This is an optimization exercise on Yosys and OpenROAD, whose aim is small area, not a production implementation.
RTL that was checked went through simulation tests only; none was proved equivalent to the original.
No activity file was given, so power comes from the tool's default toggle rates.

Design blockGame, start of the top module:
module blockGame(board_clk, rst, VGA_R, VGA_G, VGA_B, hsync, vsync, clk, blank_n, up, down, left, right, levelselect1, levelselect2);
For scale: roughly 1600 cells after synthesis, roughly 210 flip-flops, about 36 I/O pins, roughly 14000 µm² of cells after synthesis.
export LEC_CHECK = 0
export CAP_MARGIN = 0
export CORE_MARGIN = 2
export CORE_UTILIZATION = 60
export CTS_BUF_LIST = sky130_fd_sc_hd__clkbuf_8
export CTS_CLUSTER_SIZE = 30
export SLEW_MARGIN = 0
create_clock -name core_clock -period 10.0 [get_ports {board_clk}]
run.sh (not shown) runs the stock make flow with config.mk's settings and CLKGATE_MAP_FILE= SYNTH_SCRIPT=/design/flow/synth_recipe.tcl, a recipe that flattens the netlist after the stock synthesis.
The first run ran to the end with no violations.
==> next run, changes <==
==> flow/config.mk (replaced) <==
export PLATFORM = sky130hd
export DESIGN_NAME = blockGame
export DESIGN_NICKNAME = blockGame
export VERILOG_FILES = /design/flow/design.v
export SDC_FILE = /design/flow/constraint.sdc
export NUM_CORES = 4
export LEC_CHECK = 0
export CAP_MARGIN = 20
export CORE_MARGIN = 2
export CORE_UTILIZATION = 40
export CTS_BUF_LIST = sky130_fd_sc_hd__clkbuf_4
export CTS_CLUSTER_SIZE = 20
export SLEW_MARGIN = 20
- The changed run finished with timing, DRC and antenna clean
- setup slack is better by 280 ps
- die area is higher by 49%
- critical path depth is lower by 16
- first-iteration DRC count is higher by 7.8%
- final cell count is higher by 9.0%
==> next run, changes <==
--- a/flow/config.mk
+++ b/flow/config.mk
@@ -10,4 +10,4 @@
 export CORE_UTILIZATION = 40
-export CTS_BUF_LIST = sky130_fd_sc_hd__clkbuf_4
-export CTS_CLUSTER_SIZE = 20
+export CTS_CLUSTER_DIAMETER = 100
+export CTS_CLUSTER_SIZE = 30
 export SLEW_MARGIN = 20
The changed run finished clean.
Cell count falls by 4.1%.
Global-route usage falls by 0.53 points.
Clock skew falls by 38 ps.
No run of this note included a check of the RTL's function; only the layout flow was run.

* * *

the reference run:
Another version of the RTL of blockGame (not shown whole).
For scale: roughly 1600 cells after synthesis, roughly 210 flip-flops, ~36 I/O pins, about 14000 sq um of cells after synthesis.
// blockGame
module blockGame(board_clk, rst, VGA_R, VGA_G, VGA_B, hsync, vsync, clk, blank_n, up, down, left, right, levelselect1, levelselect2);
clock: 10.0 ns
lec_check: 0
cap_margin: 20
core_margin: 2
core_utilization: 40
slew_margin: 20
standard.sh (not shown) runs the stock make flow with config.mk's settings and CLKGATE_MAP_FILE= SYNTH_SCRIPT=/design/flow/synth_recipe.tcl, a recipe that flattens the netlist after the stock synthesis.
==> flow/flow/run.sh <==
#!/bin/bash
# The standard layout (standard.sh), with two changes to how it is made:
#  - the port buffers use the smallest buffer cell (buf_1) instead of ORFS's default choice;
#  - clock tree synthesis clusters up to 25 flip-flops per leaf buffer and inserts no
#    dummy loads (the same arguments ORFS passes otherwise).
# The make output goes to standard.log in this folder; ORFS keeps each step's own log
# under orfs/logs.
set -euo pipefail
export BUFFER_PORTS_ARGS="-buffer_cell sky130_fd_sc_hd__buf_1"
export CTS_ARGS="-sink_clustering_enable -repair_clock_nets -sink_clustering_size 25 -sink_clustering_max_diameter 90 -dont_use_dummy_load"
bash standard.sh > standard.log 2>&1
The reference run: full flow OK, the timing, DRC and antenna checks passed
Modified inputs, the trial run compared to the reference run
Settings: setting CTS_CLUSTER_DIAMETER to 90 for the first time; setting CTS_CLUSTER_SIZE to 25 for the first time.
==> flow/run.sh (new file) <==
#!/bin/bash
# synth_recipe.tcl (not shown) runs the flow's synth.tcl, then flattens the netlist and writes it again
# the make line also repeats each setting of config.mk as NAME=value (left out here)
make -C /OpenROAD-flow-scripts/flow DESIGN_CONFIG=/design/flow/config.mk WORK_HOME=/design/flow/orfs CLKGATE_MAP_FILE= SYNTH_SCRIPT=/design/flow/synth_recipe.tcl finish
removed: flow/flow/run.sh
removed: flow/standard.sh
Findings:
The trial run: done, clean on timing, DRC and antenna. [compare] base=the reference run new=the trial run: stage delay of the slowest cell on the critical path shrank by 0.12 ns, shortest clock period the worst path allows after layout saw a decrease, post-route total power moved up.
Function was not checked in any run of this note: the RTL went through the layout flow alone.

* * *

## run A
blockGame, a different RTL version from the one above (not shown whole).
For scale: ~210 flip-flops, ~36 I/O pins, ~0.014 mm² of cells after synthesis.
==> flow/config.mk <==
export PLATFORM = sky130hd
export DESIGN_NAME = blockGame
export DESIGN_NICKNAME = blockGame
export VERILOG_FILES = /design/flow/design.v
export SDC_FILE = /design/flow/constraint.sdc
export NUM_CORES = 4
export LEC_CHECK = 0
export CAP_MARGIN = 20
export CORE_MARGIN = 2
export CORE_UTILIZATION = 40
export SLEW_MARGIN = 20
==> flow/constraint.sdc <==
create_clock -name core_clock -period 10.0 [get_ports {board_clk}]
set_input_delay 2.0000 -clock core_clock [delete_from_list [all_inputs] [get_ports {board_clk}]]
set_output_delay 2.0000 -clock core_clock [all_outputs]
set_load 0.01 [all_outputs]
==> flow/flow/run.sh <==
#!/bin/bash
# The standard layout (standard.sh), with two changes to how it is made:
#  - the port buffers use the smallest buffer cell (buf_1) instead of ORFS's default choice;
#  - clock tree synthesis clusters up to 25 flip-flops per leaf buffer and inserts no
#    dummy loads (the same arguments ORFS passes otherwise).
# The make output goes to standard.log in this folder; ORFS keeps each step's own log
# under orfs/logs.
set -euo pipefail
export BUFFER_PORTS_ARGS="-buffer_cell sky130_fd_sc_hd__buf_1"
export CTS_ARGS="-sink_clustering_enable -repair_clock_nets -sink_clustering_size 25 -sink_clustering_max_diameter 90 -dont_use_dummy_load"
bash standard.sh > standard.log 2>&1
Inputs modified between run A and run B:
--- a/flow/config.mk
+++ b/flow/config.mk
@@ -8,4 +8,4 @@
 export CAP_MARGIN = 20
 export CORE_MARGIN = 2
-export CORE_UTILIZATION = 40
+export CORE_UTILIZATION = 60
 export SLEW_MARGIN = 20
Going from run A to run B, the utilization was found to have gone up by 21 points. Changes observed in run B relative to run A: sequential fraction of total cell area increased by 0.31 points relative to the old numbers, layout clock buffer count picked up an extra 2, data arrival time at the worst-slack endpoint moved up. Against run A, run B comes in 0.19 ns higher on final critical-path required period. Run B ended with every stage complete and zero timing, DRC or antenna violations.
The inputs of run C differ from those of run B as listed below.
==> flow/flow/run.sh <==
#!/bin/bash
# The standard layout (standard.sh), with two changes to how it is made:
#  - the port buffers use the smallest buffer cell (buf_1) instead of ORFS's default choice;
#  - clock tree synthesis clusters up to 10 flip-flops within 40 um per clkbuf_4 buffer and inserts no
#    dummy loads (the same arguments ORFS passes otherwise).
# The make output goes to standard.log in this folder; ORFS keeps each step's own log
# under orfs/logs.
set -euo pipefail
export BUFFER_PORTS_ARGS="-buffer_cell sky130_fd_sc_hd__buf_1"
export CTS_ARGS="-sink_clustering_enable -repair_clock_nets -sink_clustering_size 10 -sink_clustering_max_diameter 40 -dont_use_dummy_load -buf_list sky130_fd_sc_hd__clkbuf_4"
bash standard.sh > standard.log 2>&1
--- a/flow/config.mk
+++ b/flow/config.mk
@@ -8,4 +8,4 @@
 export CAP_MARGIN = 20
 export CORE_MARGIN = 2
-export CORE_UTILIZATION = 60
+export CORE_UTILIZATION = 40
 export SLEW_MARGIN = 20
## What came out
After detailed routing, run B needs less wire than run C. Looking at number of buffers created by CTS, run C sits 19 above run B. Looking at global-route wire length before repair, run C sits about 3.7% above run B. Non-clock buffer count: higher on run B. Run B → run C: global router's overall resource usage -11 points; cell count of the worst reg-to-reg path went down by 1. Per the comparison of run C with run B, clock share of power went down by 4.8 points; power drawn by the clock network fell by about 20%. Part of the cycle the worst path needs (run C over run B): decrease, 0.84 points.

* * *

== P ==
Another version of the RTL of blockGame (not shown whole).
Size: roughly 210 flip-flops, ~36 I/O pins.
Settings: LEC_CHECK=0, CAP_MARGIN=20, CORE_MARGIN=2, CORE_UTILIZATION=40, CTS_CLUSTER_DIAMETER=90, CTS_CLUSTER_SIZE=25, SLEW_MARGIN=20; clock period 10.0 ns.
run.sh (not shown) runs the stock make flow with config.mk's settings and CLKGATE_MAP_FILE= SYNTH_SCRIPT=/design/flow/synth_recipe.tcl, a recipe that flattens the netlist after the stock synthesis.
Stock flow here: none of the scripts above is used.
P finished every step from synthesis to the final layout, and the layout passed the timing, DRC and antenna checks.
> inputs changed (P -> Q)
==> flow/flow/run.sh (new file) <==
#!/bin/bash
# The standard layout (standard.sh), with two changes to how it is made:
#  - the port buffers use the smallest buffer cell (buf_1) instead of ORFS's default choice;
#  - clock tree synthesis clusters up to 25 flip-flops per leaf buffer and inserts no
#    dummy loads (the same arguments ORFS passes otherwise).
# The make output goes to standard.log in this folder; ORFS keeps each step's own log
# under orfs/logs.
set -euo pipefail
export BUFFER_PORTS_ARGS="-buffer_cell sky130_fd_sc_hd__buf_1"
export CTS_ARGS="-sink_clustering_enable -repair_clock_nets -sink_clustering_size 25 -sink_clustering_max_diameter 90 -dont_use_dummy_load"
bash standard.sh > standard.log 2>&1
==> flow/standard.sh (new file) <==
#!/bin/bash
# synth_recipe.tcl (not shown) runs the flow's synth.tcl, then flattens the netlist and writes it again
# the make line also repeats each setting of config.mk as NAME=value (left out here)
make -C /OpenROAD-flow-scripts/flow DESIGN_CONFIG=/design/flow/config.mk WORK_HOME=/design/flow/orfs CLKGATE_MAP_FILE= SYNTH_SCRIPT=/design/flow/synth_recipe.tcl "${@:-finish}"
-- flow/config.mk --
<<< P, line 11
export CTS_CLUSTER_DIAMETER = 90
export CTS_CLUSTER_SIZE = 25
>>> Q, line 11
removed: flow/run.sh
==> notes.md <==
Changes observed in Q relative to P: pin count of the biggest net entering global routing +14; cell-internal power -0.000093 W; final design instance area without fill -2.6%. Across both runs, share of total power consumed by net switching was lower for Q than for P. Against P as the reference, Q delivers a higher portion of the clock cycle consumed by the worst path in the final layout. [Q] number of antenna violations at the first check in global routing rose 1 relative to P. Against P, via density per instance in Q fell slightly. P → Q: clock power share lost 5.7 points, minimum setup slack in the final design lost 0.22 ns. In Q the clock skew turned out 0.011 ns higher than in P. Vertical die dimension across Q and P: no real change.

-- what the ideal ports hide --
Ports are ideal in the flow. The routed layouts listed here were re-timed in OpenROAD.
Step 1, drivers: a clkbuf_16 drives board_clk and a buf_2 each remaining input, both assumed.
Step 2, shift: input delay + t, output delay - t, t = (earliest + latest rising clock arrival at the registers) / 2. This alone moves slack from input paths to output paths.
Slacks: no drivers / after step 1 / after step 2; pairs: no drivers / after step 1.
run	shift t [ns]	setup slack, ns	worst register clock-pin slew, ns	cell pins on the clock port's net
the first run of note 1	0.599	4.682 / 4.682 / 4.682	0.07 / 0.07	1
the second run of note 1	0.780	4.962 / 4.919 / 4.986	0.08 / 0.08	1
the third run of note 1	0.552	4.958 / 4.958 / 4.958	0.12 / 0.12	1
the reference run	0.540	4.854 / 4.854 / 4.854	0.10 / 0.10	1
the trial run	0.555	5.102 / 5.102 / 5.102	0.10 / 0.10	1
run A	0.509	4.685 / 4.685 / 4.685	0.10 / 0.10	1
run B	0.520	4.491 / 4.491 / 4.491	0.10 / 0.10	1
run C	0.640	4.575 / 4.575 / 4.575	0.11 / 0.11	1
P	0.566	5.104 / 5.104 / 5.104	0.10 / 0.10	1
Q	0.544	4.879 / 4.879 / 4.879	0.10 / 0.10	1
After both steps every run listed still meets setup and hold.
